Context: an optimization exercise on an open-source flow, tuned for small area, a short achievable clock period and few clock cycles. The choices shown serve that exercise and are no tape-out recipe.
In this exercise RTL edits were held to simulation tests only and were not proved equivalent to the original.
Power and IR drop assume default switching activity.

==> flow/design.v (outline; a module is shown in full before it is edited, if it fits) <==
// module m1: 137 lines
// module m1_pix: 598 lines
// module m1_interp: 157 lines
module m1(
input logic Clock,
input logic StartBit,
input logic Resetn,
input logic [15:0] ReadData,
output logic [15:0] WriteData,
output logic [17:0] SRAM_Address,
output logic Wen,
output logic StopBit
);
  // ...
==> flow/run.sh <==
#!/bin/bash
# synth_recipe.tcl (not shown) runs the flow's synth.tcl, then flattens the netlist and writes it again
# the make line also repeats each setting of config.mk as NAME=value (left out here)
make -C /OpenROAD-flow-scripts/flow DESIGN_CONFIG=/design/flow/config.mk WORK_HOME=/design/flow/orfs CLKGATE_MAP_FILE= SYNTH_SCRIPT=/design/flow/synth_recipe.tcl finish
==> flow/config.mk <==
export PLATFORM = sky130hd
export DESIGN_NAME = m1
export DESIGN_NICKNAME = m1
export VERILOG_FILES = /design/flow/design.v
export SDC_FILE = /design/flow/constraint.sdc
export NUM_CORES = 4
export LEC_CHECK = 0
export ABC_CLOCK_PERIOD_IN_PS = 3000
export CAP_MARGIN = 20
export CORE_MARGIN = 2
export CORE_UTILIZATION = 40
export SLEW_MARGIN = 20
==> flow/constraint.sdc <==
create_clock -name core_clock -period 12.0 [get_ports {Clock}]
set_input_delay 2.4000 -clock core_clock [delete_from_list [all_inputs] [get_ports {Clock}]]
set_output_delay 2.4000 -clock core_clock [all_outputs]
set_load 0.01 [all_outputs]
==> impl_metrics.toml, run 1 <==
[outcome]
status = "finished clean"

[flow_run]
cap_violations = 0

[grt]
grt_use_met3_pct = 2.89
grt_max_degree = 70
grt_usage_pct = 18.5

[critical_path]
setup.worst_path.end = "u_pix.r_c"
rr_endpoint = "u_pix.r_c"
critPathBufInv = 2

[placed_design]
pre_cts_ws_ns = 7.18

[power]
peakVddDrop_uv = 116
pg_comb_uw = 33.7
p_per_area_nw_per_um2 = 101
power_frac_seq_pct = 48.5
power_uw = 2670

[finish]
clock_buffers = 63
seq_share_pct = 31.5
design_area_um2 = 26500
area_delta_synth_final_pct = 12.1
final_cell_mix = "inv_1 (416), dfxtp_1 (270), ha_1 (259)"
stdcell_count = 3093

[sta]
min_period_ns = 4.85
fmax_ghz = 0.206

[drt]
via_per_inst = 4.92
final_antenna_net_count = 0
met2_length_um = 25500

[floorplanning]
pin_count = 55
die_x_um = 247
taps = 773

[yosys]
yosys_warnings = 5
synthAdderAreaFrac_pct = 29.9
yosys-top-cells-count = "inv_1 (416), dfxtp_1 (270), ha_1 (259)"
synth_nets = 2698
ys_seq_elements = 379

[clock_tree]
clkTransAtPathRegs_ns = 0.06
Testbench counts, summed over its fixed seeds: cycles 1,152,156.
==> run 2: changes to the inputs <==
--- a/flow/config.mk
+++ b/flow/config.mk
@@ -6,5 +6,4 @@
 export NUM_CORES = 4
 export LEC_CHECK = 0
-export ABC_CLOCK_PERIOD_IN_PS = 3000
 export CAP_MARGIN = 20
 export CORE_MARGIN = 2
==> run 2 against run 1 <==
Effect of this change:
- still clean on timing, DRC and antenna
- flip-flop and latch count is the same
- die area is the same
- setup slack is the same
- total power unchanged
- wire length did not move
- synthesized cell count stayed put
- first-iteration DRC count is the same
- utilization is the same
- critical path depth unchanged
- register-to-register slack is essentially flat
- largest power group unchanged
==> impl_metrics.toml, run 2 <==
[clock_tree]
clockBufferDepth = 3
cts_made_buffers = 44
clk_latency_ns = 0.60
cts-hold-fix-buffers = 0
cts_resized = 0
tritoncts = "built"
postCtsSetupBuffers = 0
clkTransAtPathRegs_ns = 0.06
clock-sinks = 379
clk_root_buffer_cell = "clkbuf_16"
htreeDepth = 2

[critical_path]
reg2reg_from = "pv[1]"
rr_endpoint = "u_pix.r_c"
reg2reg_slack_ns = 7.15
r2r_cells = 17
arrival_ns = 5.32
startpoint = "pv[1]"
start_kind = "flop"
worstPathRequired_ns = 12.47
worst_setup_path_end_kind = "flop"
critical_path_class = "flop to flop"
path_max_fanout = 7

[placed_design]
place_congestion = 0.934
dp_hpwl_um = 43600
dp.cells = 3012
placed_area_um2 = 25000
io_buffers = 54

[yosys]
synth_nets = 2698
synth.mux.area_fraction_pct = 5.66
synthTopCellsByArea = "dfxtp_1 (23%), fa_1 (16%), ha_1 (14%), inv_1 (6.6%), dfrtp_1 (6.0%)"
synth.most_common_cell = "inv_1"
yosys.area_share.simple_pct = 6.70
synth_top_area_cell = "dfxtp_1"
ys_seq_elements = 379
syn_area_um2 = 23600
synth-compound-area-share_pct = 9.63
yosysTopAreaCellShare_pct = 22.9
yosys_warnings = 5
synth_seq_area_share_pct = 35.3
synth_top_family_by_area = "adder cells"
yosys-top-cells-count = "inv_1 (416), dfxtp_1 (270), ha_1 (259)"
avgSynthCellArea_um2 = 10.6
synthCells = 2229
async_flop_share_pct = 18.2
synth-xor-area-share_pct = 5.15
synthDistinctLibCells = 85
synth_enable_flop_cells = 40
synthAdderAreaFrac_pct = 29.9
synth_ff_type = "dfxtp_1"

[sta]
skew_ns = 0.0249
fmax_ghz = 0.206
tns_ns = 0
finalSetupViolCount = 0
whs_ns = 0.344
min_period_ns = 4.85
maxSlewHeadroom_pct = 25.5
finalHoldViolCount = 0
tightest_slew_ns = 1.11
min_period_over_period_pct = 40.4
rsz0062_at_grt = "false"
final_max_slew_viol_count = 0

[drt]
route.detailed.drc = 0
wl_per_cell_um = 17.6
final_antenna_net_count = 0
wl_met1_um = 25200
met2_length_um = 25500
wirelength_um = 54300
via_per_inst = 4.92
first_pass_iters = 5
drt-initial-drc-count = 655
top_layer_used = "met4"
dr_wl_met3_um = 2310
vias = 15200

[grt]
grt_pass1_vias = 15900
overflow = 0
grt_usage_pct = 18.5
grt_max_degree = 70
grt_antenna_before_repair = 3
grt_pass1_wl_um = 87200

[finish]
layout_commonest_cell = "inv_1"
diodes = 0
final_util_pct = 45.2
area_delta_synth_final_pct = 12.1
multi_input_area_um2 = 13500
fin_nets = 2754
stdcell_count = 3093
seq_area_um2 = 8350
design_area_um2 = 26500
largestRegisters = "ur: 48 flops, vr: 48 flops"
final_cell_mix = "inv_1 (416), dfxtp_1 (270), ha_1 (259)"
drive_above_1_share_pct = 7.54
nFillCells = 5474

[floorplanning]
pin_count = 55
die-area_um2 = 61000
die_h_um = 247
num_rows = 89
coreArea_um2 = 58700
floorplan.initialDensity_pct = 40.3
die_x_um = 247

[power]
p_per_area_nw_per_um2 = 101
peakVddDrop_uv = 116
p_leak_uw = 0.0123

[flow_run]
cap_violations = 0

[outcome]
status = "finished clean"

[min_path]
min-delay-start = "ur[0][6]"
whs_endpoint = "ur[5][6]"
min_path_type = "flop to flop"
hold_depth = 0
## run 2: cell counts after synthesis
Identical to the previous run, type by type.
## run 2: power by group
| part | switching [µW] | total [µW] | internal, µW |
|---|---|---|---|
| clock | 552 | 1340 | 792 |
| combinational | 15.3 | 33.7 | 18.4 |
| sequential | 5.25 | 1290 | 1290 |
| total | 572 | 2670 | 2100 |
## run 2: worst max-delay path by stage
stage                 to  slack (ns)
2_1_floorplan  u_pix.r_c        7.54
3_3_place_gp   u_pix.r_c        7.21
3_5_place_dp   u_pix.r_c        7.18
4_1_cts        u_pix.r_c        7.19
5_1_grt        u_pix.r_c        6.74
6_report       u_pix.r_c        7.15
## run 2: routing by layer
layer	global-route usage, %	vias up
li1	-	7471
met1	25.0	7403
met2	30.6	267
met3	2.89	77
met4	5.47	0
met5	0	-
## run 2: critical path: stages, from the launching register on
cell,delay [ns]
dfxtp_1,0.42
ha_1,0.29
fa_1,0.40
a21o_1,0.18
a21oi_1,0.22
o21bai_1,0.09
a21oi_1,0.23
xnor2_1,0.33
inv_1,0.14
fa_1,0.56
inv_1,0.05
fa_1,0.43
ha_1,0.28
ha_1,0.29
a21o_1,0.15
a21o_1,0.17
a2111oi_0,0.38
o21ai_1,0.11
## run 2: cells by family (layout without fill, tap and decap cells)
family                     Yosys count  count (layout)
AOI/OAI and AO/OA                  358             358
xor gates and xnor gates           139             139
adders and majority gates          450             450
buffers and inverters              477             568
DFF                                379             379
muxes                              107             107
and+or+nand+nor                    319             319
## run 2: area by class of cell
class	instances	share of cell area, %
Clock buffer	63	4.81
Sequential cell	379	31.5
Timing Repair Buffer	68	2.42
Tap cell	773	3.65
Multi-Input combinational cell	1373	50.9
Inverter	419	5.94
Clock inverter	18	0.774
## run 2: through the flow
step                setup WS (ns)  total power [µW]
finish                       7.15              2670
global route                 6.74              2760
CTS                          7.19              2710
detailed placement           7.18              1360
global placement             7.21              1350
floorplan                    7.54              1330

-- afterwards: timing with drivers on the ports --
How much do the figures lean on ideal ports? The routed layouts below were timed once more, with nothing changed but the port constraints. Step 1 (the two cells are an assumption about what drives the block):
set clk [get_ports {Clock}]
set_driving_cell -lib_cell sky130_fd_sc_hd__clkbuf_16 $clk
set_driving_cell -lib_cell sky130_fd_sc_hd__buf_2 [delete_from_list [all_inputs] $clk]
Step 2 times the ports against the registers' clock, not the clock port: input delays grow and output delays shrink by t, the midpoint of the rising clock arrivals with the driver on. Three values: ideal, step 1, step 2; two values: the first two.
| run | shift t [ns] | slack for setup (ns) | worst setup path after step 2 | worst register clock-pin slew, ns | worst data-port slew with drivers (ns) |
|---|---|---|---|---|---|
| run 1 | 0.647 | 7.148 / 7.148 / 7.148 | register to register | 0.07 / 0.07 | 0.05 |
| run 2 | 0.647 | 7.148 / 7.148 / 7.148 | register to register | 0.07 / 0.07 | 0.05 |
After both steps setup and hold are still met in every run listed.
